Context: an optimization exercise on an open-source flow, tuned for small area, a short achievable clock period and few clock cycles per item. The choices shown serve that exercise and are no tape-out recipe. The RTL was checked by simulation tests, not by an equivalence proof against the original design.

==> design.v <==
module geofence (clk, reset, X, Y, R, valid, is_inside);
input clk;
input reset;
input [9:0] X;
input [9:0] Y;
input [10:0] R;
output reg valid;
output reg is_inside;
reg [5:0] n;                        
wire [5:0] n_n = (n == 6'd38) ? 6'd0 : n + 6'd1;
reg [2:0] g;                        
wire [2:0] g_n = (n == 6'd38 || g == 3'd5) ? 3'd0 : g + 3'd1;
reg inph;
reg [32:0] ring [0:5];              
reg [9:0] X0, Y0;
wire [10:0] inx = {1'b0, X} - {1'b0, X0};
wire [10:0] iny = {1'b0, Y} - {1'b0, Y0};
integer k;
always @(posedge clk) begin
    for (k = 0; k < 5; k = k + 1) ring[k] <= ring[k+1];
    ring[5] <= inph ? ((n == 6'd0) ? {22'd0, R} : {inx, iny, R}) : ring[0];
    if (n == 6'd0) begin X0 <= X; Y0 <= Y; end
end
function [2:0] posof;               
    input [2:0] j;
    input [2:0] gg;
    reg [3:0] d;
    begin
        d = {1'b0, j} + 4'd6 - {1'b0, gg};
        posof = (d >= 4'd6) ? d[2:0] - 3'd6 : d[2:0];
    end
endfunction
reg [2:0] rk1, rk2, rk3, rk4, rk5;
wire [2:0] rf1, rf2, rf3, rf4, rf5;    
function [2:0] lsel;                
    input [2:0] r;
    begin
        lsel = (rf1 == r) ? 3'd1 : (rf2 == r) ? 3'd2 : (rf3 == r) ? 3'd3 :
               (rf4 == r) ? 3'd4 : 3'd5;
    end
endfunction
reg [2:0] posA, posB;
wire [32:0] pA = ring[posA];
wire [32:0] pB = ring[posB];
wire [10:0] ax = pA[32:22], ay = pA[21:11];
wire [10:0] ar = pA[10:0];
wire [10:0] bx = pB[32:22], by = pB[21:11];
wire [10:0] br = pB[10:0];
reg sload, byp, smul, scmp, aph, sph, eph, uvl, aqsh, aacc, tacc, fin, radsum, radodd;
reg [2:0] ci, cj;                   
reg [2:0] di, dj;                   
reg [2:0] li, lj;                   
reg [2:0] asel;                     
function [5:0] pairof;
    input [5:0] nn;
    case (nn)
        6'd2:  pairof = {3'd1, 3'd2};
        6'd3:  pairof = {3'd1, 3'd3};
        6'd4:  pairof = {3'd2, 3'd3};
        6'd5:  pairof = {3'd1, 3'd4};
        6'd6:  pairof = {3'd2, 3'd4};
        6'd7:  pairof = {3'd3, 3'd4};
        6'd8:  pairof = {3'd1, 3'd5};
        6'd9:  pairof = {3'd2, 3'd5};
        6'd10: pairof = {3'd3, 3'd5};
        default: pairof = {3'd4, 3'd5};
    endcase
endfunction
function [2:0] qsel;
    input [2:0] m;
    case (m)
        3'd1: qsel = lsel(3'd0);
        3'd2: qsel = lsel(3'd1);
        3'd3: qsel = lsel(3'd2);
        3'd4: qsel = lsel(3'd3);
        3'd5: qsel = lsel(3'd4);
        default: qsel = 3'd0;
    endcase
endfunction
wire [5:0] cn = n_n - 6'd14;        
reg  [2:0] kA_n;                    
reg  [2:0] jA_n, jB_n;
always @(*) begin
    kA_n = (cn <= 6'd5) ? cn[2:0] : cn[3:1] - 3'd3;
    if (n_n >= 6'd2 && n_n <= 6'd11) begin
        {jA_n, jB_n} = pairof(n_n);
    end else begin
        jA_n = qsel(kA_n);
        jB_n = qsel(kA_n + 3'd1);
    end
end
wire cph_n = (n_n >= 6'd14);
always @(posedge clk or posedge reset) begin
    if (reset) begin
        n <= 6'd0; g <= 3'd0; inph <= 1'b1; valid <= 1'b0;
    end else begin
        n <= n_n; g <= g_n;
        inph <= (n_n <= 6'd5);
        valid <= fin;
    end
end
always @(posedge clk) begin
    posA   <= posof(jA_n, g_n);
    posB   <= posof(jB_n, g_n);
    sload  <= (n_n >= 6'd2) && (n_n <= 6'd11);
    byp    <= (n_n == 6'd2) || (n_n == 6'd3);
    smul   <= (n_n >= 6'd3) && (n_n <= 6'd12);
    {li, lj} <= pairof(n_n);
    {ci, cj} <= {li, lj};
    {di, dj} <= {ci, cj};
    scmp   <= smul;
    aph    <= cph_n && (cn <= 6'd5);
    sph    <= cph_n && (cn >= 6'd6) && (cn <= 6'd16) && !cn[0];
    eph    <= cph_n && (cn >= 6'd7) && (cn <= 6'd17) && cn[0];
    uvl    <= cph_n && (cn >= 6'd11) && (cn <= 6'd21) && cn[0];
    aqsh   <= cph_n && (cn >= 6'd5) && (cn <= 6'd10);
    aacc   <= cph_n && (cn >= 6'd8) && (cn <= 6'd18) && !cn[0];
    tacc   <= cph_n && (cn >= 6'd13) && (cn <= 6'd23) && cn[0];
    fin    <= cph_n && (cn == 6'd23);
    radsum <= (cn <= 6'd7);
    radodd <= cn[0];
    asel   <= (cn == 6'd6 || cn == 6'd16) ? 3'b001 : (cn == 6'd8 || cn == 6'd14) ? 3'b010 : 3'b100;
end
reg  [10:0] oa1, ob1, ob2;
reg  [11:0] oa2;
reg  [21:0] m1r;
reg  [21:0] m2r;
wire [21:0] m1, m2;
mul_s11x11 u_m1 (.a(oa1), .b(ob1), .p(m1));
mul_s12x11 u_m2 (.a(oa2), .b(ob2), .p(m2));
wire signed [21:0] sm1r = m1r, sm2r = m2r;
wire bef = sm1r > sm2r;             
always @(posedge clk) begin
    if (n <= 6'd2) begin
        rk1 <= 3'd0; rk2 <= 3'd0; rk3 <= 3'd0; rk4 <= 3'd0; rk5 <= 3'd0;
    end else begin
        rk1 <= rf1; rk2 <= rf2; rk3 <= rf3; rk4 <= rf4; rk5 <= rf5;
    end
end
wire [2:0] win = bef ? dj : di;     
assign rf1 = rk1 + {2'd0, scmp && win == 3'd1};
assign rf2 = rk2 + {2'd0, scmp && win == 3'd2};
assign rf3 = rk3 + {2'd0, scmp && win == 3'd3};
assign rf4 = rk4 + {2'd0, scmp && win == 3'd4};
assign rf5 = rk5 + {2'd0, scmp && win == 3'd5};
wire [19:0] rad = radsum ? (m1r[19:0] + m2r[19:0]) : (radodd ? m2r[19:0] : m1r[19:0]);
function [22:0] nrstep;    
    input [12:0] r;
    input [9:0]  q;
    input [1:0]  b;
    input [3:0]  j;
    reg [12:0] rn, m;
    begin
        if (!r[12]) rn = {r[10:0], b} - {1'b0, q, 2'b01};
        else        rn = {r[10:0], b} + {1'b0, q, 2'b11};
        m = 13'h1fff << (j + 1);
        rn = rn[j+1] ? (rn | m) : (rn & ~m);
        nrstep = {rn, q[8:0], !rn[12]};
    end
endfunction
reg [5:0]  q1r; reg [3:0] q1q; reg [11:0] q1rad;
reg [8:0]  q2r; reg [6:0] q2q; reg [5:0]  q2rad;
reg [9:0]  qout;
reg [22:0] s1, s2, s3;
always @(*) begin
    s1 = 23'd0;
    s1 = nrstep(s1[22:10], s1[9:0], rad[19:18], 4'd1);
    s1 = nrstep(s1[22:10], s1[9:0], rad[17:16], 4'd2);
    s1 = nrstep(s1[22:10], s1[9:0], rad[15:14], 4'd3);
    s1 = nrstep(s1[22:10], s1[9:0], rad[13:12], 4'd4);
    s2 = {{7{q1r[5]}}, q1r, 6'd0, q1q};
    s2 = nrstep(s2[22:10], s2[9:0], q1rad[11:10], 4'd5);
    s2 = nrstep(s2[22:10], s2[9:0], q1rad[9:8], 4'd6);
    s2 = nrstep(s2[22:10], s2[9:0], q1rad[7:6], 4'd7);
    s3 = {{4{q2r[8]}}, q2r, 3'd0, q2q};
    s3 = nrstep(s3[22:10], s3[9:0], q2rad[5:4], 4'd8);
    s3 = nrstep(s3[22:10], s3[9:0], q2rad[3:2], 4'd9);
    s3 = nrstep(s3[22:10], s3[9:0], q2rad[1:0], 4'd10);
end
always @(posedge clk) begin
    q1r <= s1[15:10]; q1q <= s1[3:0]; q1rad <= rad[11:0];
    q2r <= s2[18:10]; q2q <= s2[6:0]; q2rad <= q1rad[5:0];
    qout <= s3[9:0];
end
reg [9:0]  aq0, aq1, aq2;           
reg [10:0] e2r, e3r;
reg [21:0] A, T;
wire [9:0]  acur = asel[0] ? aq0 : asel[1] ? aq1 : aq2;
wire [12:0] ssum = {3'd0, acur} + {2'd0, ar} + {2'd0, br};
wire [9:0]  Sn = ssum[10:1];
wire [12:0] d1 = {2'd0, ar} + {2'd0, br} - {3'd0, acur};
wire [12:0] d2 = {3'd0, acur} + {2'd0, br} - {2'd0, ar};
wire [12:0] d3 = {3'd0, acur} + {2'd0, ar} + {2'd0, br[10], 10'd0} - {3'd0, br[9:0]};
wire [10:0] e1n = {d1[11] ^ ssum[11], d1[10:1]};
wire [10:0] e2n = {d2[11] ^ ssum[11], d2[10:1]};
wire [10:0] e3n = {d3[11] ^ ssum[11], d3[10:1]};
wire [10:0] dx = ax - bx;
wire [10:0] dy = ay - by;
always @(posedge clk) begin
    if (sload) begin
        oa1 <= ax;
        ob1 <= byp ? iny : by;
        oa2 <= {ay[10], ay};
        ob2 <= byp ? inx : bx;
    end
    if (aph) begin
        oa1 <= dx; ob1 <= dx; oa2 <= {dy[10], dy}; ob2 <= dy;
    end
    if (sph) begin
        oa1 <= {1'b0, Sn}; ob1 <= e1n;
        oa2 <= {ax[10], ax} + {bx[10], bx}; ob2 <= by - ay;
        e2r <= e2n;
        e3r <= e3n;
    end
    if (eph) begin
        oa2 <= {e2r[10], e2r}; ob2 <= e3r;
    end
    if (uvl) begin
        oa1 <= {1'b0, qout}; ob1 <= {1'b0, s3[9:0]};
    end
    m1r <= m1[21:0];
    m2r <= m2[21:0];
    if (aqsh) begin aq0 <= qout; aq1 <= aq0; aq2 <= aq1; end
    if (n <= 6'd13) begin A <= 22'd0; T <= 22'd0; end
    else begin
        if (aacc) A <= A + m2r;
        if (tacc) T <= T + {2'd0, m1r[19:0]};
    end
    if (fin) is_inside <= (A[21:1] >= (T + {2'd0, m1r[19:0]}));
end
endmodule
module mul_s11x11 (a, b, p);
input [10:0] a;
input [10:0] b;
output [21:0] p;
wire w1, w2, w3, w4, w5, w6, w7, w8, w9, w10, w11, w12, w13, w14, w15, w16;
wire w17, w18, w19, w20, w21, w22, w23, w24, w25, w26, w27, w28, w29, w30, w31, w32;
wire w33, w34, w35, w36, w37, w38, w39, w40, w41, w42, w43, w44, w45, w46, w47, w48;
wire w49, w50, w51, w52, w53, w54, w55, w56, w57, w58, w59, w60, w61, w62, w63, w64;
wire w65, w66, w67, w68, w69, w70, w71, w72, w73, w74, w75, w76, w77, w78, w79, w80;
wire w81, w82, w83, w84, w85, w86, w87, w88, w89, w90, w91, w92, w93, w94, w95, w96;
wire w97, w98, w99, w100, w101, w102, w103, w104, w105, w106, w107, w108, w109, w110, w111, w112;
wire w113, w114, w115, w116, w117, w118, w119, w120, w121, w122, w123, w124, w125, w126, w127, w128;
wire w129, w130, w131, w132, w133, w134, w135, w136, w137, w138, w139, w140, w141, w142, w143, w144;
wire w145, w146, w147, w148, w149, w150, w151, w152, w153, w154, w155, w156, w157, w158, w159, w160;
wire w161, w162, w163, w164, w165, w166, w167, w168, w169, w170, w171, w172, w173, w174, w175, w176;
wire w177, w178, w179, w180;
assign w1 = (a[0] & b[9]) ^ (a[1] & b[8]);
assign w2 = (a[0] & b[9]) & (a[1] & b[8]);
assign w3 = ~(a[0] & b[10]) ^ (a[1] & b[9]) ^ (a[2] & b[8]);
assign w4 = (~(a[0] & b[10]) & (a[1] & b[9])) | (~(a[0] & b[10]) & (a[2] & b[8])) | ((a[1] & b[9]) & (a[2] & b[8]));
assign w5 = (a[3] & b[7]) ^ (a[4] & b[6]);
assign w6 = (a[3] & b[7]) & (a[4] & b[6]);
assign w7 = ~(a[1] & b[10]) ^ (a[2] & b[9]) ^ (a[3] & b[8]);
assign w8 = (~(a[1] & b[10]) & (a[2] & b[9])) | (~(a[1] & b[10]) & (a[3] & b[8])) | ((a[2] & b[9]) & (a[3] & b[8]));
assign w9 = (a[4] & b[7]) ^ (a[5] & b[6]) ^ (a[6] & b[5]);
assign w10 = ((a[4] & b[7]) & (a[5] & b[6])) | ((a[4] & b[7]) & (a[6] & b[5])) | ((a[5] & b[6]) & (a[6] & b[5]));
assign w11 = ~(a[2] & b[10]) ^ (a[3] & b[9]) ^ (a[4] & b[8]);
assign w12 = (~(a[2] & b[10]) & (a[3] & b[9])) | (~(a[2] & b[10]) & (a[4] & b[8])) | ((a[3] & b[9]) & (a[4] & b[8]));
assign w13 = (a[0] & b[6]) ^ (a[1] & b[5]);
assign w14 = (a[0] & b[6]) & (a[1] & b[5]);
assign w15 = (a[0] & b[7]) ^ (a[1] & b[6]) ^ (a[2] & b[5]);
assign w16 = ((a[0] & b[7]) & (a[1] & b[6])) | ((a[0] & b[7]) & (a[2] & b[5])) | ((a[1] & b[6]) & (a[2] & b[5]));
assign w17 = (a[3] & b[4]) ^ (a[4] & b[3]);
assign w18 = (a[3] & b[4]) & (a[4] & b[3]);
assign w19 = (a[0] & b[8]) ^ (a[1] & b[7]) ^ (a[2] & b[6]);
assign w20 = ((a[0] & b[8]) & (a[1] & b[7])) | ((a[0] & b[8]) & (a[2] & b[6])) | ((a[1] & b[7]) & (a[2] & b[6]));
assign w21 = (a[3] & b[5]) ^ (a[4] & b[4]) ^ (a[5] & b[3]);
assign w22 = ((a[3] & b[5]) & (a[4] & b[4])) | ((a[3] & b[5]) & (a[5] & b[3])) | ((a[4] & b[4]) & (a[5] & b[3]));
assign w23 = (a[6] & b[2]) ^ (a[7] & b[1]);
assign w24 = (a[6] & b[2]) & (a[7] & b[1]);
assign w25 = (a[2] & b[7]) ^ (a[3] & b[6]) ^ (a[4] & b[5]);
assign w26 = ((a[2] & b[7]) & (a[3] & b[6])) | ((a[2] & b[7]) & (a[4] & b[5])) | ((a[3] & b[6]) & (a[4] & b[5]));
assign w27 = (a[5] & b[4]) ^ (a[6] & b[3]) ^ (a[7] & b[2]);
assign w28 = ((a[5] & b[4]) & (a[6] & b[3])) | ((a[5] & b[4]) & (a[7] & b[2])) | ((a[6] & b[3]) & (a[7] & b[2]));
assign w29 = (a[8] & b[1]) ^ (a[9] & b[0]) ^ w1;
assign w30 = ((a[8] & b[1]) & (a[9] & b[0])) | ((a[8] & b[1]) & w1) | ((a[9] & b[0]) & w1);
assign w31 = (a[5] & b[5]) ^ (a[6] & b[4]) ^ (a[7] & b[3]);
assign w32 = ((a[5] & b[5]) & (a[6] & b[4])) | ((a[5] & b[5]) & (a[7] & b[3])) | ((a[6] & b[4]) & (a[7] & b[3]));
assign w33 = (a[8] & b[2]) ^ (a[9] & b[1]) ^ ~(a[10] & b[0]);
assign w34 = ((a[8] & b[2]) & (a[9] & b[1])) | ((a[8] & b[2]) & ~(a[10] & b[0])) | ((a[9] & b[1]) & ~(a[10] & b[0]));
assign w35 = w2 ^ w3 ^ w5;
assign w36 = (w2 & w3) | (w2 & w5) | (w3 & w5);
assign w37 = (a[7] & b[4]) ^ (a[8] & b[3]) ^ (a[9] & b[2]);
assign w38 = ((a[7] & b[4]) & (a[8] & b[3])) | ((a[7] & b[4]) & (a[9] & b[2])) | ((a[8] & b[3]) & (a[9] & b[2]));
assign w39 = ~(a[10] & b[1]) ^ 1'b1 ^ w4;
assign w40 = (~(a[10] & b[1]) & 1'b1) | (~(a[10] & b[1]) & w4) | (1'b1 & w4);
assign w41 = w6 ^ w7 ^ w9;
assign w42 = (w6 & w7) | (w6 & w9) | (w7 & w9);
assign w43 = (a[5] & b[7]) ^ (a[6] & b[6]) ^ (a[7] & b[5]);
assign w44 = ((a[5] & b[7]) & (a[6] & b[6])) | ((a[5] & b[7]) & (a[7] & b[5])) | ((a[6] & b[6]) & (a[7] & b[5]));
assign w45 = (a[8] & b[4]) ^ (a[9] & b[3]) ^ ~(a[10] & b[2]);
assign w46 = ((a[8] & b[4]) & (a[9] & b[3])) | ((a[8] & b[4]) & ~(a[10] & b[2])) | ((a[9] & b[3]) & ~(a[10] & b[2]));
assign w47 = w8 ^ w10 ^ w11;
assign w48 = (w8 & w10) | (w8 & w11) | (w10 & w11);
assign w49 = ~(a[3] & b[10]) ^ (a[4] & b[9]) ^ (a[5] & b[8]);
assign w50 = (~(a[3] & b[10]) & (a[4] & b[9])) | (~(a[3] & b[10]) & (a[5] & b[8])) | ((a[4] & b[9]) & (a[5] & b[8]));
assign w51 = (a[6] & b[7]) ^ (a[7] & b[6]) ^ (a[8] & b[5]);
assign w52 = ((a[6] & b[7]) & (a[7] & b[6])) | ((a[6] & b[7]) & (a[8] & b[5])) | ((a[7] & b[6]) & (a[8] & b[5]));
assign w53 = (a[9] & b[4]) ^ ~(a[10] & b[3]) ^ w12;
assign w54 = ((a[9] & b[4]) & ~(a[10] & b[3])) | ((a[9] & b[4]) & w12) | (~(a[10] & b[3]) & w12);
assign w55 = ~(a[4] & b[10]) ^ (a[5] & b[9]) ^ (a[6] & b[8]);
assign w56 = (~(a[4] & b[10]) & (a[5] & b[9])) | (~(a[4] & b[10]) & (a[6] & b[8])) | ((a[5] & b[9]) & (a[6] & b[8]));
assign w57 = (a[7] & b[7]) ^ (a[8] & b[6]) ^ (a[9] & b[5]);
assign w58 = ((a[7] & b[7]) & (a[8] & b[6])) | ((a[7] & b[7]) & (a[9] & b[5])) | ((a[8] & b[6]) & (a[9] & b[5]));
assign w59 = ~(a[5] & b[10]) ^ (a[6] & b[9]) ^ (a[7] & b[8]);
assign w60 = (~(a[5] & b[10]) & (a[6] & b[9])) | (~(a[5] & b[10]) & (a[7] & b[8])) | ((a[6] & b[9]) & (a[7] & b[8]));
assign w61 = (a[0] & b[4]) ^ (a[1] & b[3]);
assign w62 = (a[0] & b[4]) & (a[1] & b[3]);
assign w63 = (a[0] & b[5]) ^ (a[1] & b[4]) ^ (a[2] & b[3]);
assign w64 = ((a[0] & b[5]) & (a[1] & b[4])) | ((a[0] & b[5]) & (a[2] & b[3])) | ((a[1] & b[4]) & (a[2] & b[3]));
assign w65 = (a[3] & b[2]) ^ (a[4] & b[1]);
assign w66 = (a[3] & b[2]) & (a[4] & b[1]);
assign w67 = (a[2] & b[4]) ^ (a[3] & b[3]) ^ (a[4] & b[2]);
assign w68 = ((a[2] & b[4]) & (a[3] & b[3])) | ((a[2] & b[4]) & (a[4] & b[2])) | ((a[3] & b[3]) & (a[4] & b[2]));
assign w69 = (a[5] & b[1]) ^ (a[6] & b[0]) ^ w13;
assign w70 = ((a[5] & b[1]) & (a[6] & b[0])) | ((a[5] & b[1]) & w13) | ((a[6] & b[0]) & w13);
assign w71 = (a[5] & b[2]) ^ (a[6] & b[1]) ^ (a[7] & b[0]);
assign w72 = ((a[5] & b[2]) & (a[6] & b[1])) | ((a[5] & b[2]) & (a[7] & b[0])) | ((a[6] & b[1]) & (a[7] & b[0]));
assign w73 = w14 ^ w15 ^ w17;
assign w74 = (w14 & w15) | (w14 & w17) | (w15 & w17);
assign w75 = (a[8] & b[0]) ^ w16 ^ w18;
assign w76 = ((a[8] & b[0]) & w16) | ((a[8] & b[0]) & w18) | (w16 & w18);
assign w77 = w19 ^ w21 ^ w23;
assign w78 = (w19 & w21) | (w19 & w23) | (w21 & w23);
assign w79 = w20 ^ w22 ^ w24;
assign w80 = (w20 & w22) | (w20 & w24) | (w22 & w24);
assign w81 = w25 ^ w27 ^ w29;
assign w82 = (w25 & w27) | (w25 & w29) | (w27 & w29);
assign w83 = w26 ^ w28 ^ w30;
assign w84 = (w26 & w28) | (w26 & w30) | (w28 & w30);
assign w85 = w31 ^ w33 ^ w35;
assign w86 = (w31 & w33) | (w31 & w35) | (w33 & w35);
assign w87 = w32 ^ w34 ^ w36;
assign w88 = (w32 & w34) | (w32 & w36) | (w34 & w36);
assign w89 = w37 ^ w39 ^ w41;
assign w90 = (w37 & w39) | (w37 & w41) | (w39 & w41);
assign w91 = w38 ^ w40 ^ w42;
assign w92 = (w38 & w40) | (w38 & w42) | (w40 & w42);
assign w93 = w43 ^ w45 ^ w47;
assign w94 = (w43 & w45) | (w43 & w47) | (w45 & w47);
assign w95 = w44 ^ w46 ^ w48;
assign w96 = (w44 & w46) | (w44 & w48) | (w46 & w48);
assign w97 = w49 ^ w51 ^ w53;
assign w98 = (w49 & w51) | (w49 & w53) | (w51 & w53);
assign w99 = ~(a[10] & b[4]) ^ w50 ^ w52;
assign w100 = (~(a[10] & b[4]) & w50) | (~(a[10] & b[4]) & w52) | (w50 & w52);
assign w101 = w54 ^ w55 ^ w57;
assign w102 = (w54 & w55) | (w54 & w57) | (w55 & w57);
assign w103 = (a[8] & b[7]) ^ (a[9] & b[6]) ^ ~(a[10] & b[5]);
assign w104 = ((a[8] & b[7]) & (a[9] & b[6])) | ((a[8] & b[7]) & ~(a[10] & b[5])) | ((a[9] & b[6]) & ~(a[10] & b[5]));
assign w105 = w56 ^ w58 ^ w59;
assign w106 = (w56 & w58) | (w56 & w59) | (w58 & w59);
assign w107 = ~(a[6] & b[10]) ^ (a[7] & b[9]) ^ (a[8] & b[8]);
assign w108 = (~(a[6] & b[10]) & (a[7] & b[9])) | (~(a[6] & b[10]) & (a[8] & b[8])) | ((a[7] & b[9]) & (a[8] & b[8]));
assign w109 = (a[9] & b[7]) ^ ~(a[10] & b[6]) ^ w60;
assign w110 = ((a[9] & b[7]) & ~(a[10] & b[6])) | ((a[9] & b[7]) & w60) | (~(a[10] & b[6]) & w60);
assign w111 = ~(a[7] & b[10]) ^ (a[8] & b[9]) ^ (a[9] & b[8]);
assign w112 = (~(a[7] & b[10]) & (a[8] & b[9])) | (~(a[7] & b[10]) & (a[9] & b[8])) | ((a[8] & b[9]) & (a[9] & b[8]));
assign w113 = (a[0] & b[3]) ^ (a[1] & b[2]);
assign w114 = (a[0] & b[3]) & (a[1] & b[2]);
assign w115 = (a[2] & b[2]) ^ (a[3] & b[1]) ^ (a[4] & b[0]);
assign w116 = ((a[2] & b[2]) & (a[3] & b[1])) | ((a[2] & b[2]) & (a[4] & b[0])) | ((a[3] & b[1]) & (a[4] & b[0]));
assign w117 = (a[5] & b[0]) ^ w62 ^ w63;
assign w118 = ((a[5] & b[0]) & w62) | ((a[5] & b[0]) & w63) | (w62 & w63);
assign w119 = w64 ^ w66 ^ w67;
assign w120 = (w64 & w66) | (w64 & w67) | (w66 & w67);
assign w121 = w68 ^ w70 ^ w71;
assign w122 = (w68 & w70) | (w68 & w71) | (w70 & w71);
assign w123 = w72 ^ w74 ^ w75;
assign w124 = (w72 & w74) | (w72 & w75) | (w74 & w75);
assign w125 = w76 ^ w78 ^ w79;
assign w126 = (w76 & w78) | (w76 & w79) | (w78 & w79);
assign w127 = w80 ^ w82 ^ w83;
assign w128 = (w80 & w82) | (w80 & w83) | (w82 & w83);
assign w129 = w84 ^ w86 ^ w87;
assign w130 = (w84 & w86) | (w84 & w87) | (w86 & w87);
assign w131 = w88 ^ w90 ^ w91;
assign w132 = (w88 & w90) | (w88 & w91) | (w90 & w91);
assign w133 = w92 ^ w94 ^ w95;
assign w134 = (w92 & w94) | (w92 & w95) | (w94 & w95);
assign w135 = w96 ^ w98 ^ w99;
assign w136 = (w96 & w98) | (w96 & w99) | (w98 & w99);
assign w137 = w100 ^ w102 ^ w103;
assign w138 = (w100 & w102) | (w100 & w103) | (w102 & w103);
assign w139 = w104 ^ w106 ^ w107;
assign w140 = (w104 & w106) | (w104 & w107) | (w106 & w107);
assign w141 = ~(a[10] & b[7]) ^ w108 ^ w110;
assign w142 = (~(a[10] & b[7]) & w108) | (~(a[10] & b[7]) & w110) | (w108 & w110);
assign w143 = ~(a[8] & b[10]) ^ (a[9] & b[9]) ^ ~(a[10] & b[8]);
assign w144 = (~(a[8] & b[10]) & (a[9] & b[9])) | (~(a[8] & b[10]) & ~(a[10] & b[8])) | ((a[9] & b[9]) & ~(a[10] & b[8]));
assign w145 = (a[0] & b[2]) ^ (a[1] & b[1]);
assign w146 = (a[0] & b[2]) & (a[1] & b[1]);
assign w147 = (a[2] & b[1]) ^ (a[3] & b[0]) ^ w113;
assign w148 = ((a[2] & b[1]) & (a[3] & b[0])) | ((a[2] & b[1]) & w113) | ((a[3] & b[0]) & w113);
assign w149 = w61 ^ w114 ^ w115;
assign w150 = (w61 & w114) | (w61 & w115) | (w114 & w115);
assign w151 = w65 ^ w116 ^ w117;
assign w152 = (w65 & w116) | (w65 & w117) | (w116 & w117);
assign w153 = w69 ^ w118 ^ w119;
assign w154 = (w69 & w118) | (w69 & w119) | (w118 & w119);
assign w155 = w73 ^ w120 ^ w121;
assign w156 = (w73 & w120) | (w73 & w121) | (w120 & w121);
assign w157 = w77 ^ w122 ^ w123;
assign w158 = (w77 & w122) | (w77 & w123) | (w122 & w123);
assign w159 = w81 ^ w124 ^ w125;
assign w160 = (w81 & w124) | (w81 & w125) | (w124 & w125);
assign w161 = w85 ^ w126 ^ w127;
assign w162 = (w85 & w126) | (w85 & w127) | (w126 & w127);
assign w163 = w89 ^ w128 ^ w129;
assign w164 = (w89 & w128) | (w89 & w129) | (w128 & w129);
assign w165 = w93 ^ w130 ^ w131;
assign w166 = (w93 & w130) | (w93 & w131) | (w130 & w131);
assign w167 = w97 ^ w132 ^ w133;
assign w168 = (w97 & w132) | (w97 & w133) | (w132 & w133);
assign w169 = w101 ^ w134 ^ w135;
assign w170 = (w101 & w134) | (w101 & w135) | (w134 & w135);
assign w171 = w105 ^ w136 ^ w137;
assign w172 = (w105 & w136) | (w105 & w137) | (w136 & w137);
assign w173 = w109 ^ w138 ^ w139;
assign w174 = (w109 & w138) | (w109 & w139) | (w138 & w139);
assign w175 = w111 ^ w140 ^ w141;
assign w176 = (w111 & w140) | (w111 & w141) | (w140 & w141);
assign w177 = w112 ^ w142 ^ w143;
assign w178 = (w112 & w142) | (w112 & w143) | (w142 & w143);
assign w179 = ~(a[9] & b[10]) ^ ~(a[10] & b[9]) ^ w144;
assign w180 = (~(a[9] & b[10]) & ~(a[10] & b[9])) | (~(a[9] & b[10]) & w144) | (~(a[10] & b[9]) & w144);
wire [21:0] r0 = {1'b1, (a[10] & b[10]), w178, w176, w174, w172, w170, w168, w166, w164, w162, w160, w158, w156, w154, w152, w150, w148, w146, (a[2] & b[0]), (a[0] & b[1]), (a[0] & b[0])};
wire [21:0] r1 = {1'b0, w180, w179, w177, w175, w173, w171, w169, w167, w165, w163, w161, w159, w157, w155, w153, w151, w149, w147, w145, (a[1] & b[0]), 1'b0};
assign p = r0 + r1;
endmodule
module mul_s12x11 (a, b, p);
input [11:0] a;
input [10:0] b;
output [21:0] p;
wire w1, w2, w3, w4, w5, w6, w7, w8, w9, w10, w11, w12, w13, w14, w15, w16;
wire w17, w18, w19, w20, w21, w22, w23, w24, w25, w26, w27, w28, w29, w30, w31, w32;
wire w33, w34, w35, w36, w37, w38, w39, w40, w41, w42, w43, w44, w45, w46, w47, w48;
wire w49, w50, w51, w52, w53, w54, w55, w56, w57, w58, w59, w60, w61, w62, w63, w64;
wire w65, w66, w67, w68, w69, w70, w71, w72, w73, w74, w75, w76, w77, w78, w79, w80;
wire w81, w82, w83, w84, w85, w86, w87, w88, w89, w90, w91, w92, w93, w94, w95, w96;
wire w97, w98, w99, w100, w101, w102, w103, w104, w105, w106, w107, w108, w109, w110, w111, w112;
wire w113, w114, w115, w116, w117, w118, w119, w120, w121, w122, w123, w124, w125, w126, w127, w128;
wire w129, w130, w131, w132, w133, w134, w135, w136, w137, w138, w139, w140, w141, w142, w143, w144;
wire w145, w146, w147, w148, w149, w150, w151, w152, w153, w154, w155, w156, w157, w158, w159, w160;
wire w161, w162, w163, w164, w165, w166, w167, w168, w169, w170, w171, w172, w173, w174, w175, w176;
wire w177, w178, w179, w180, w181, w182, w183, w184, w185, w186, w187, w188, w189, w190, w191, w192;
wire w193, w194, w195, w196, w197, w198, w199, w200;
assign w1 = (a[0] & b[9]) ^ (a[1] & b[8]);
assign w2 = (a[0] & b[9]) & (a[1] & b[8]);
assign w3 = ~(a[0] & b[10]) ^ (a[1] & b[9]) ^ (a[2] & b[8]);
assign w4 = (~(a[0] & b[10]) & (a[1] & b[9])) | (~(a[0] & b[10]) & (a[2] & b[8])) | ((a[1] & b[9]) & (a[2] & b[8]));
assign w5 = (a[3] & b[7]) ^ (a[4] & b[6]) ^ (a[5] & b[5]);
assign w6 = ((a[3] & b[7]) & (a[4] & b[6])) | ((a[3] & b[7]) & (a[5] & b[5])) | ((a[4] & b[6]) & (a[5] & b[5]));
assign w7 = ~(a[1] & b[10]) ^ (a[2] & b[9]) ^ (a[3] & b[8]);
assign w8 = (~(a[1] & b[10]) & (a[2] & b[9])) | (~(a[1] & b[10]) & (a[3] & b[8])) | ((a[2] & b[9]) & (a[3] & b[8]));
assign w9 = (a[4] & b[7]) ^ (a[5] & b[6]) ^ (a[6] & b[5]);
assign w10 = ((a[4] & b[7]) & (a[5] & b[6])) | ((a[4] & b[7]) & (a[6] & b[5])) | ((a[5] & b[6]) & (a[6] & b[5]));
assign w11 = (a[7] & b[4]) ^ (a[8] & b[3]);
assign w12 = (a[7] & b[4]) & (a[8] & b[3]);
assign w13 = ~(a[2] & b[10]) ^ (a[3] & b[9]) ^ (a[4] & b[8]);
assign w14 = (~(a[2] & b[10]) & (a[3] & b[9])) | (~(a[2] & b[10]) & (a[4] & b[8])) | ((a[3] & b[9]) & (a[4] & b[8]));
assign w15 = (a[5] & b[7]) ^ (a[6] & b[6]) ^ (a[7] & b[5]);
assign w16 = ((a[5] & b[7]) & (a[6] & b[6])) | ((a[5] & b[7]) & (a[7] & b[5])) | ((a[6] & b[6]) & (a[7] & b[5]));
assign w17 = ~(a[3] & b[10]) ^ (a[4] & b[9]) ^ (a[5] & b[8]);
assign w18 = (~(a[3] & b[10]) & (a[4] & b[9])) | (~(a[3] & b[10]) & (a[5] & b[8])) | ((a[4] & b[9]) & (a[5] & b[8]));
assign w19 = (a[0] & b[6]) ^ (a[1] & b[5]);
assign w20 = (a[0] & b[6]) & (a[1] & b[5]);
assign w21 = (a[0] & b[7]) ^ (a[1] & b[6]) ^ (a[2] & b[5]);
assign w22 = ((a[0] & b[7]) & (a[1] & b[6])) | ((a[0] & b[7]) & (a[2] & b[5])) | ((a[1] & b[6]) & (a[2] & b[5]));
assign w23 = (a[3] & b[4]) ^ (a[4] & b[3]);
assign w24 = (a[3] & b[4]) & (a[4] & b[3]);
assign w25 = (a[0] & b[8]) ^ (a[1] & b[7]) ^ (a[2] & b[6]);
assign w26 = ((a[0] & b[8]) & (a[1] & b[7])) | ((a[0] & b[8]) & (a[2] & b[6])) | ((a[1] & b[7]) & (a[2] & b[6]));
assign w27 = (a[3] & b[5]) ^ (a[4] & b[4]) ^ (a[5] & b[3]);
assign w28 = ((a[3] & b[5]) & (a[4] & b[4])) | ((a[3] & b[5]) & (a[5] & b[3])) | ((a[4] & b[4]) & (a[5] & b[3]));
assign w29 = (a[6] & b[2]) ^ (a[7] & b[1]);
assign w30 = (a[6] & b[2]) & (a[7] & b[1]);
assign w31 = (a[2] & b[7]) ^ (a[3] & b[6]) ^ (a[4] & b[5]);
assign w32 = ((a[2] & b[7]) & (a[3] & b[6])) | ((a[2] & b[7]) & (a[4] & b[5])) | ((a[3] & b[6]) & (a[4] & b[5]));
assign w33 = (a[5] & b[4]) ^ (a[6] & b[3]) ^ (a[7] & b[2]);
assign w34 = ((a[5] & b[4]) & (a[6] & b[3])) | ((a[5] & b[4]) & (a[7] & b[2])) | ((a[6] & b[3]) & (a[7] & b[2]));
assign w35 = (a[8] & b[1]) ^ (a[9] & b[0]) ^ w1;
assign w36 = ((a[8] & b[1]) & (a[9] & b[0])) | ((a[8] & b[1]) & w1) | ((a[9] & b[0]) & w1);
assign w37 = (a[6] & b[4]) ^ (a[7] & b[3]) ^ (a[8] & b[2]);
assign w38 = ((a[6] & b[4]) & (a[7] & b[3])) | ((a[6] & b[4]) & (a[8] & b[2])) | ((a[7] & b[3]) & (a[8] & b[2]));
assign w39 = (a[9] & b[1]) ^ (a[10] & b[0]) ^ 1'b1;
assign w40 = ((a[9] & b[1]) & (a[10] & b[0])) | ((a[9] & b[1]) & 1'b1) | ((a[10] & b[0]) & 1'b1);
assign w41 = w2 ^ w3 ^ w5;
assign w42 = (w2 & w3) | (w2 & w5) | (w3 & w5);
assign w43 = (a[9] & b[2]) ^ (a[10] & b[1]) ^ ~(a[11] & b[0]);
assign w44 = ((a[9] & b[2]) & (a[10] & b[1])) | ((a[9] & b[2]) & ~(a[11] & b[0])) | ((a[10] & b[1]) & ~(a[11] & b[0]));
assign w45 = 1'b1 ^ w4 ^ w6;
assign w46 = (1'b1 & w4) | (1'b1 & w6) | (w4 & w6);
assign w47 = w7 ^ w9 ^ w11;
assign w48 = (w7 & w9) | (w7 & w11) | (w9 & w11);
assign w49 = (a[8] & b[4]) ^ (a[9] & b[3]) ^ (a[10] & b[2]);
assign w50 = ((a[8] & b[4]) & (a[9] & b[3])) | ((a[8] & b[4]) & (a[10] & b[2])) | ((a[9] & b[3]) & (a[10] & b[2]));
assign w51 = ~(a[11] & b[1]) ^ w8 ^ w10;
assign w52 = (~(a[11] & b[1]) & w8) | (~(a[11] & b[1]) & w10) | (w8 & w10);
assign w53 = w12 ^ w13 ^ w15;
assign w54 = (w12 & w13) | (w12 & w15) | (w13 & w15);
assign w55 = (a[6] & b[7]) ^ (a[7] & b[6]) ^ (a[8] & b[5]);
assign w56 = ((a[6] & b[7]) & (a[7] & b[6])) | ((a[6] & b[7]) & (a[8] & b[5])) | ((a[7] & b[6]) & (a[8] & b[5]));
assign w57 = (a[9] & b[4]) ^ (a[10] & b[3]) ^ ~(a[11] & b[2]);
assign w58 = ((a[9] & b[4]) & (a[10] & b[3])) | ((a[9] & b[4]) & ~(a[11] & b[2])) | ((a[10] & b[3]) & ~(a[11] & b[2]));
assign w59 = w14 ^ w16 ^ w17;
assign w60 = (w14 & w16) | (w14 & w17) | (w16 & w17);
assign w61 = ~(a[4] & b[10]) ^ (a[5] & b[9]) ^ (a[6] & b[8]);
assign w62 = (~(a[4] & b[10]) & (a[5] & b[9])) | (~(a[4] & b[10]) & (a[6] & b[8])) | ((a[5] & b[9]) & (a[6] & b[8]));
assign w63 = (a[7] & b[7]) ^ (a[8] & b[6]) ^ (a[9] & b[5]);
assign w64 = ((a[7] & b[7]) & (a[8] & b[6])) | ((a[7] & b[7]) & (a[9] & b[5])) | ((a[8] & b[6]) & (a[9] & b[5]));
assign w65 = (a[10] & b[4]) ^ ~(a[11] & b[3]) ^ w18;
assign w66 = ((a[10] & b[4]) & ~(a[11] & b[3])) | ((a[10] & b[4]) & w18) | (~(a[11] & b[3]) & w18);
assign w67 = ~(a[5] & b[10]) ^ (a[6] & b[9]) ^ (a[7] & b[8]);
assign w68 = (~(a[5] & b[10]) & (a[6] & b[9])) | (~(a[5] & b[10]) & (a[7] & b[8])) | ((a[6] & b[9]) & (a[7] & b[8]));
assign w69 = (a[8] & b[7]) ^ (a[9] & b[6]) ^ (a[10] & b[5]);
assign w70 = ((a[8] & b[7]) & (a[9] & b[6])) | ((a[8] & b[7]) & (a[10] & b[5])) | ((a[9] & b[6]) & (a[10] & b[5]));
assign w71 = ~(a[6] & b[10]) ^ (a[7] & b[9]) ^ (a[8] & b[8]);
assign w72 = (~(a[6] & b[10]) & (a[7] & b[9])) | (~(a[6] & b[10]) & (a[8] & b[8])) | ((a[7] & b[9]) & (a[8] & b[8]));
assign w73 = (a[0] & b[4]) ^ (a[1] & b[3]);
assign w74 = (a[0] & b[4]) & (a[1] & b[3]);
assign w75 = (a[0] & b[5]) ^ (a[1] & b[4]) ^ (a[2] & b[3]);
assign w76 = ((a[0] & b[5]) & (a[1] & b[4])) | ((a[0] & b[5]) & (a[2] & b[3])) | ((a[1] & b[4]) & (a[2] & b[3]));
assign w77 = (a[3] & b[2]) ^ (a[4] & b[1]);
assign w78 = (a[3] & b[2]) & (a[4] & b[1]);
assign w79 = (a[2] & b[4]) ^ (a[3] & b[3]) ^ (a[4] & b[2]);
assign w80 = ((a[2] & b[4]) & (a[3] & b[3])) | ((a[2] & b[4]) & (a[4] & b[2])) | ((a[3] & b[3]) & (a[4] & b[2]));
assign w81 = (a[5] & b[1]) ^ (a[6] & b[0]) ^ w19;
assign w82 = ((a[5] & b[1]) & (a[6] & b[0])) | ((a[5] & b[1]) & w19) | ((a[6] & b[0]) & w19);
assign w83 = (a[5] & b[2]) ^ (a[6] & b[1]) ^ (a[7] & b[0]);
assign w84 = ((a[5] & b[2]) & (a[6] & b[1])) | ((a[5] & b[2]) & (a[7] & b[0])) | ((a[6] & b[1]) & (a[7] & b[0]));
assign w85 = w20 ^ w21 ^ w23;
assign w86 = (w20 & w21) | (w20 & w23) | (w21 & w23);
assign w87 = (a[8] & b[0]) ^ w22 ^ w24;
assign w88 = ((a[8] & b[0]) & w22) | ((a[8] & b[0]) & w24) | (w22 & w24);
assign w89 = w25 ^ w27 ^ w29;
assign w90 = (w25 & w27) | (w25 & w29) | (w27 & w29);
assign w91 = w26 ^ w28 ^ w30;
assign w92 = (w26 & w28) | (w26 & w30) | (w28 & w30);
assign w93 = w31 ^ w33 ^ w35;
assign w94 = (w31 & w33) | (w31 & w35) | (w33 & w35);
assign w95 = w32 ^ w34 ^ w36;
assign w96 = (w32 & w34) | (w32 & w36) | (w34 & w36);
assign w97 = w37 ^ w39 ^ w41;
assign w98 = (w37 & w39) | (w37 & w41) | (w39 & w41);
assign w99 = w38 ^ w40 ^ w42;
assign w100 = (w38 & w40) | (w38 & w42) | (w40 & w42);
assign w101 = w43 ^ w45 ^ w47;
assign w102 = (w43 & w45) | (w43 & w47) | (w45 & w47);
assign w103 = w44 ^ w46 ^ w48;
assign w104 = (w44 & w46) | (w44 & w48) | (w46 & w48);
assign w105 = w49 ^ w51 ^ w53;
assign w106 = (w49 & w51) | (w49 & w53) | (w51 & w53);
assign w107 = w50 ^ w52 ^ w54;
assign w108 = (w50 & w52) | (w50 & w54) | (w52 & w54);
assign w109 = w55 ^ w57 ^ w59;
assign w110 = (w55 & w57) | (w55 & w59) | (w57 & w59);
assign w111 = w56 ^ w58 ^ w60;
assign w112 = (w56 & w58) | (w56 & w60) | (w58 & w60);
assign w113 = w61 ^ w63 ^ w65;
assign w114 = (w61 & w63) | (w61 & w65) | (w63 & w65);
assign w115 = ~(a[11] & b[4]) ^ w62 ^ w64;
assign w116 = (~(a[11] & b[4]) & w62) | (~(a[11] & b[4]) & w64) | (w62 & w64);
assign w117 = w66 ^ w67 ^ w69;
assign w118 = (w66 & w67) | (w66 & w69) | (w67 & w69);
assign w119 = (a[9] & b[7]) ^ (a[10] & b[6]) ^ ~(a[11] & b[5]);
assign w120 = ((a[9] & b[7]) & (a[10] & b[6])) | ((a[9] & b[7]) & ~(a[11] & b[5])) | ((a[10] & b[6]) & ~(a[11] & b[5]));
assign w121 = w68 ^ w70 ^ w71;
assign w122 = (w68 & w70) | (w68 & w71) | (w70 & w71);
assign w123 = ~(a[7] & b[10]) ^ (a[8] & b[9]) ^ (a[9] & b[8]);
assign w124 = (~(a[7] & b[10]) & (a[8] & b[9])) | (~(a[7] & b[10]) & (a[9] & b[8])) | ((a[8] & b[9]) & (a[9] & b[8]));
assign w125 = (a[10] & b[7]) ^ ~(a[11] & b[6]) ^ w72;
assign w126 = ((a[10] & b[7]) & ~(a[11] & b[6])) | ((a[10] & b[7]) & w72) | (~(a[11] & b[6]) & w72);
assign w127 = ~(a[8] & b[10]) ^ (a[9] & b[9]) ^ (a[10] & b[8]);
assign w128 = (~(a[8] & b[10]) & (a[9] & b[9])) | (~(a[8] & b[10]) & (a[10] & b[8])) | ((a[9] & b[9]) & (a[10] & b[8]));
assign w129 = (a[0] & b[3]) ^ (a[1] & b[2]);
assign w130 = (a[0] & b[3]) & (a[1] & b[2]);
assign w131 = (a[2] & b[2]) ^ (a[3] & b[1]) ^ (a[4] & b[0]);
assign w132 = ((a[2] & b[2]) & (a[3] & b[1])) | ((a[2] & b[2]) & (a[4] & b[0])) | ((a[3] & b[1]) & (a[4] & b[0]));
assign w133 = (a[5] & b[0]) ^ w74 ^ w75;
assign w134 = ((a[5] & b[0]) & w74) | ((a[5] & b[0]) & w75) | (w74 & w75);
assign w135 = w76 ^ w78 ^ w79;
assign w136 = (w76 & w78) | (w76 & w79) | (w78 & w79);
assign w137 = w80 ^ w82 ^ w83;
assign w138 = (w80 & w82) | (w80 & w83) | (w82 & w83);
assign w139 = w84 ^ w86 ^ w87;
assign w140 = (w84 & w86) | (w84 & w87) | (w86 & w87);
assign w141 = w88 ^ w90 ^ w91;
assign w142 = (w88 & w90) | (w88 & w91) | (w90 & w91);
assign w143 = w92 ^ w94 ^ w95;
assign w144 = (w92 & w94) | (w92 & w95) | (w94 & w95);
assign w145 = w96 ^ w98 ^ w99;
assign w146 = (w96 & w98) | (w96 & w99) | (w98 & w99);
assign w147 = w100 ^ w102 ^ w103;
assign w148 = (w100 & w102) | (w100 & w103) | (w102 & w103);
assign w149 = w104 ^ w106 ^ w107;
assign w150 = (w104 & w106) | (w104 & w107) | (w106 & w107);
assign w151 = w108 ^ w110 ^ w111;
assign w152 = (w108 & w110) | (w108 & w111) | (w110 & w111);
assign w153 = w112 ^ w114 ^ w115;
assign w154 = (w112 & w114) | (w112 & w115) | (w114 & w115);
assign w155 = w116 ^ w118 ^ w119;
assign w156 = (w116 & w118) | (w116 & w119) | (w118 & w119);
assign w157 = w120 ^ w122 ^ w123;
assign w158 = (w120 & w122) | (w120 & w123) | (w122 & w123);
assign w159 = ~(a[11] & b[7]) ^ w124 ^ w126;
assign w160 = (~(a[11] & b[7]) & w124) | (~(a[11] & b[7]) & w126) | (w124 & w126);
assign w161 = ~(a[9] & b[10]) ^ (a[10] & b[9]) ^ ~(a[11] & b[8]);
assign w162 = (~(a[9] & b[10]) & (a[10] & b[9])) | (~(a[9] & b[10]) & ~(a[11] & b[8])) | ((a[10] & b[9]) & ~(a[11] & b[8]));
assign w163 = (a[0] & b[2]) ^ (a[1] & b[1]);
assign w164 = (a[0] & b[2]) & (a[1] & b[1]);
assign w165 = (a[2] & b[1]) ^ (a[3] & b[0]) ^ w129;
assign w166 = ((a[2] & b[1]) & (a[3] & b[0])) | ((a[2] & b[1]) & w129) | ((a[3] & b[0]) & w129);
assign w167 = w73 ^ w130 ^ w131;
assign w168 = (w73 & w130) | (w73 & w131) | (w130 & w131);
assign w169 = w77 ^ w132 ^ w133;
assign w170 = (w77 & w132) | (w77 & w133) | (w132 & w133);
assign w171 = w81 ^ w134 ^ w135;
assign w172 = (w81 & w134) | (w81 & w135) | (w134 & w135);
assign w173 = w85 ^ w136 ^ w137;
assign w174 = (w85 & w136) | (w85 & w137) | (w136 & w137);
assign w175 = w89 ^ w138 ^ w139;
assign w176 = (w89 & w138) | (w89 & w139) | (w138 & w139);
assign w177 = w93 ^ w140 ^ w141;
assign w178 = (w93 & w140) | (w93 & w141) | (w140 & w141);
assign w179 = w97 ^ w142 ^ w143;
assign w180 = (w97 & w142) | (w97 & w143) | (w142 & w143);
assign w181 = w101 ^ w144 ^ w145;
assign w182 = (w101 & w144) | (w101 & w145) | (w144 & w145);
assign w183 = w105 ^ w146 ^ w147;
assign w184 = (w105 & w146) | (w105 & w147) | (w146 & w147);
assign w185 = w109 ^ w148 ^ w149;
assign w186 = (w109 & w148) | (w109 & w149) | (w148 & w149);
assign w187 = w113 ^ w150 ^ w151;
assign w188 = (w113 & w150) | (w113 & w151) | (w150 & w151);
assign w189 = w117 ^ w152 ^ w153;
assign w190 = (w117 & w152) | (w117 & w153) | (w152 & w153);
assign w191 = w121 ^ w154 ^ w155;
assign w192 = (w121 & w154) | (w121 & w155) | (w154 & w155);
assign w193 = w125 ^ w156 ^ w157;
assign w194 = (w125 & w156) | (w125 & w157) | (w156 & w157);
assign w195 = w127 ^ w158 ^ w159;
assign w196 = (w127 & w158) | (w127 & w159) | (w158 & w159);
assign w197 = w128 ^ w160 ^ w161;
assign w198 = (w128 & w160) | (w128 & w161) | (w160 & w161);
assign w199 = ~(a[10] & b[10]) ^ ~(a[11] & b[9]) ^ w162;
assign w200 = (~(a[10] & b[10]) & ~(a[11] & b[9])) | (~(a[10] & b[10]) & w162) | (~(a[11] & b[9]) & w162);
wire [21:0] r0 = {(a[11] & b[10]), w198, w196, w194, w192, w190, w188, w186, w184, w182, w180, w178, w176, w174, w172, w170, w168, w166, w164, (a[2] & b[0]), (a[0] & b[1]), (a[0] & b[0])};
wire [21:0] r1 = {w200, w199, w197, w195, w193, w191, w189, w187, w185, w183, w181, w179, w177, w175, w173, w171, w169, w167, w165, w163, (a[1] & b[0]), 1'b0};
assign p = r0 + r1;
endmodule
==> run.sh <==
#!/bin/bash
# synth_recipe.tcl (not shown) runs the flow's synth.tcl, then flattens the netlist and writes it again
# the make line also repeats each setting of config.mk as NAME=value (left out here)
make -C /OpenROAD-flow-scripts/flow DESIGN_CONFIG=/design/flow/config.mk WORK_HOME=/design/flow/orfs CLKGATE_MAP_FILE= SYNTH_SCRIPT=/design/flow/synth_recipe.tcl finish
==> config.mk <==
export PLATFORM = sky130hd
export DESIGN_NAME = geofence
export DESIGN_NICKNAME = geofence
export VERILOG_FILES = /design/flow/design.v
export SDC_FILE = /design/flow/constraint.sdc
export NUM_CORES = 4
export LEC_CHECK = 0
export ABC_AREA = 1
export CAP_MARGIN = 20
export CORE_MARGIN = 2
export CORE_UTILIZATION = 40
export SLEW_MARGIN = 20
==> constraint.sdc <==
create_clock -name core_clock -period 25.0 [get_ports {clk}]
set_input_delay 5.0000 -clock core_clock [delete_from_list [all_inputs] [get_ports {clk}]]
set_output_delay 5.0000 -clock core_clock [all_outputs]
set_load 0.01 [all_outputs]
==> notes.md <==
Clock period minus worst slack -> 7.34 ns
GR Util All Layers -> 0.227
Fmax achieved -> 136 MHz
I/O Buffers -> 34
Worst Slack Setup Final -> 17.66 ns
Synth Instances -> 4946
Post-placement worst setup slack -> 16.99 ns
CTS H-Tree Depth -> 2
Hold crit path type -> flop to flop
Crit. End Element -> flop
Run status -> no timing/DRC/antenna violations
Startpoint class of the critical path -> input pin
Final Util -> 0.443
First-pass GRT wire length -> 178 mm
Seq/Total Area, Yosys -> 0.298
Clock Latency Late Sink -> 0.72 ns
Yosys top cell by area -> dfxtp_1
Pin count of the biggest net entering global routing -> 52
WS Path Type -> input pin to flop
DRT antenna net count -> 0
Most common cell in the netlist -> inv_1
Routed vias/inst -> 5.17
Clock-pin transition on the worst setup and hold timing paths -> 0.08 ns
FFs w/ async S/R, synth -> 0.0211
EDFF count, synth -> 116
Syn nets -> 5557
Grt ovf -> 0
# resized after CTS -> 0
Register area -> 11600 um^2
Initial drt markers -> 2644
Die H -> 317 um
Ant. Diodes -> 0
# setup viols final -> 0
RSZ-0062 raised after global routing -> false
Max-cap violations -> 0
Synth warn -> 2
Die ar. -> 100000 um^2
Fillcell total -> 9733
Busiest layer in global routing -> met2
Drt drc -> 0
Commonest register cell after synthesis -> dfxtp_1
# rows -> 114
Antenna violations before repair -> 0
Vias post-DR -> 32400
I/O pins -> 35
Critical Path AT -> 7.80 ns
Post-DP HPWL -> 89.4 mm
Wire length per cell -> 18.2 um
Final nets -> 5549
DRT Wirelength -> 114 mm
Final hold vios -> 0
Setup bufs post-CTS -> 0
Pre-antenna DRT Iters -> 5
Root buf cell -> clkbuf_16
Setup TNS -> 0 ns
Count of different cell masters after synthesis -> 77
Clk_skew -> 0.0890 ns
Grt met2 use -> 0.371
Area Overhead vs Synth -> 9.60%
CTS tree -> done
# hold bufs at CTS -> 0
Core area -> 96900 um^2
Grt met1 use -> 0.308
Commonest cells in the netlist -> 1017 x inv_1, 872 x nand2_1, 394 x dfxtp_1
Average size of a mapped cell -> 7.91 um^2
M3 GR Usage -> 0.0267
Area of the multi-input gates -> 23000 um^2
Layout cell share with drive strength beyond 1 -> 0.0515
CP Max Fanout -> 2
Cell area after synthesis -> 39100 um^2
# clock sinks -> 521
Vias in the first global route -> 31300
Die Wd -> 317 um
#FFs+latches synth -> 521
Fin. max-slew vios -> 0
Routability cong. -> 0.966
Starting density of the core -> 0.404
Part of the cycle the worst path needs -> 0.294
Max_slew headroom -> 0.268
Measured slew at the worst slew-check pin -> 1.10 ns
Req. time, crit path -> 25.46 ns
Top-area cell type share of the netlist area -> 0.202
Top cells by area, synth -> dfxtp_1 20%, ha_1 12%, fa_1 10%, inv_1 9.8%, edfxtp_1 8.9%
Clock Path Buffers -> 3
Number of CTS-inserted buffers -> 60
metal layers:
layer	vias up	part of all wire
li1	15900	-
met1	15400	0.45
met2	892	0.45
met3	206	0.054
met4	0	0.038
met5	-	0
registers in the layout, summed over array words and instances, names as in the netlist, 12 cells and up:
register / count
ring: 198
A: 22
T: 22
m1r: 22
m2r: 22
oa2: 12
q1rad: 12
area by class of cell:
type	instances	area share
sequential	521	0.272
timing repair buffer	73	0.0148
multi-input combinational	3240	0.537
clock inverter	37	0.00972
tap	1276	0.0372
clock buffer	76	0.0386
inverter	1042	0.0914
through the flow:
| step | cells | area [um^2] | hold slack, ns |
|---|---|---|---|
| 6_report | 6265 | 42900 | 0.325 |
| 5_1_grt | 6265 | 42900 | 0.332 |
| 4_1_cts | 6265 | 42900 | 0.330 |
| 3_5_place_dp | 6152 | 40800 | 0.312 |
| 3_3_place_gp | 6152 | 40800 | 0.310 |
| 2_1_floorplan | 4946 | 39100 | 0.310 |
placed cells by master (no fill, tap or decap), types with 53 or more instances in the layout:
cell type	count
a31oi_1	53
xor2_1	148
ha_1	373
o211ai_1	78
nor2_1	270
clkbuf_16	61
xnor2_1	72
edfxtp_1	116
dfxtp_1	393
a221oi_1	65
o21ai_0	237
nand3_1	152
inv_1	1017
nand2_1	871
o22ai_1	76
a21oi_1	314
fa_1	205
path summary, 6_finish.rpt:
kind / start / endpoint / slack (ns) / depth (start not counted)
worst max-delay path: X[0] / ob2[8] / 17.66 / 15
worst min-delay path: lj[2] / cj[2] / 0.33 / 0
worst max register to register: q2r[8] / ob1[0] / 18.72 / 33
worst min register to register: lj[2] / cj[2] / 0.33 / 0
max in group asynchronous: reset / inph / 19.97 / 2
min in group asynchronous: reset / n[3] / 4.66 / 2
worst max-delay path, cell delays in order:
cell and delay [ns]:
clkdlybuf4s50_1 0.55, inv_1 0.06, ha_1 0.23, fa_1 0.41, o21ai_0 0.35, nand3_1 0.12
nand2_1 0.11, a21oi_1 0.08, o21bai_1 0.20, xor2_1 0.22, nand2_1 0.08, o211ai_1 0.09
nand3_1 0.08, o21ai_0 0.11, o21ai_0 0.12
cell families (layout without fill, tap and decap cells):
family          count (synthesis)  in the layout  synth area share
compound gates                965            965             0.148
xor+xnor                      225            225            0.0516
fa+ha+maj                     578            578             0.224
buf+inv                      1185           1228             0.115
flops                         521            521             0.298
mux                            10             10           0.00285
simple gates                 1462           1462             0.160
Testbench counts, summed over its fixed seeds: cycles 62,400, items 1,600.

## separate check: timing with driven ports
No port has a modelled driver above. Below, the same layout with a new extraction and two added sets of constraints.
Step 1 sets driving cells, clkbuf_16 on the clock port and buf_2 on the other inputs (assumed; they add their load-dependent delay and slew).
Step 2, shift: input delay + t, output delay - t, t = (earliest + latest rising clock arrival at the registers) / 2. This alone moves slack from input paths to output paths.
Slacks: ideal ports / drivers / drivers and shift; pairs: ideal ports / drivers.
shift t [ns]: 0.752
slack for setup (ns): 17.656 / 17.709 / 16.956
latest minus earliest clock arrival (ns): 0.090 / 0.089
After both steps this run still meets setup and hold. The setup slack of this run moves by +0.053 ns with the drivers and by -0.700 ns with both steps.
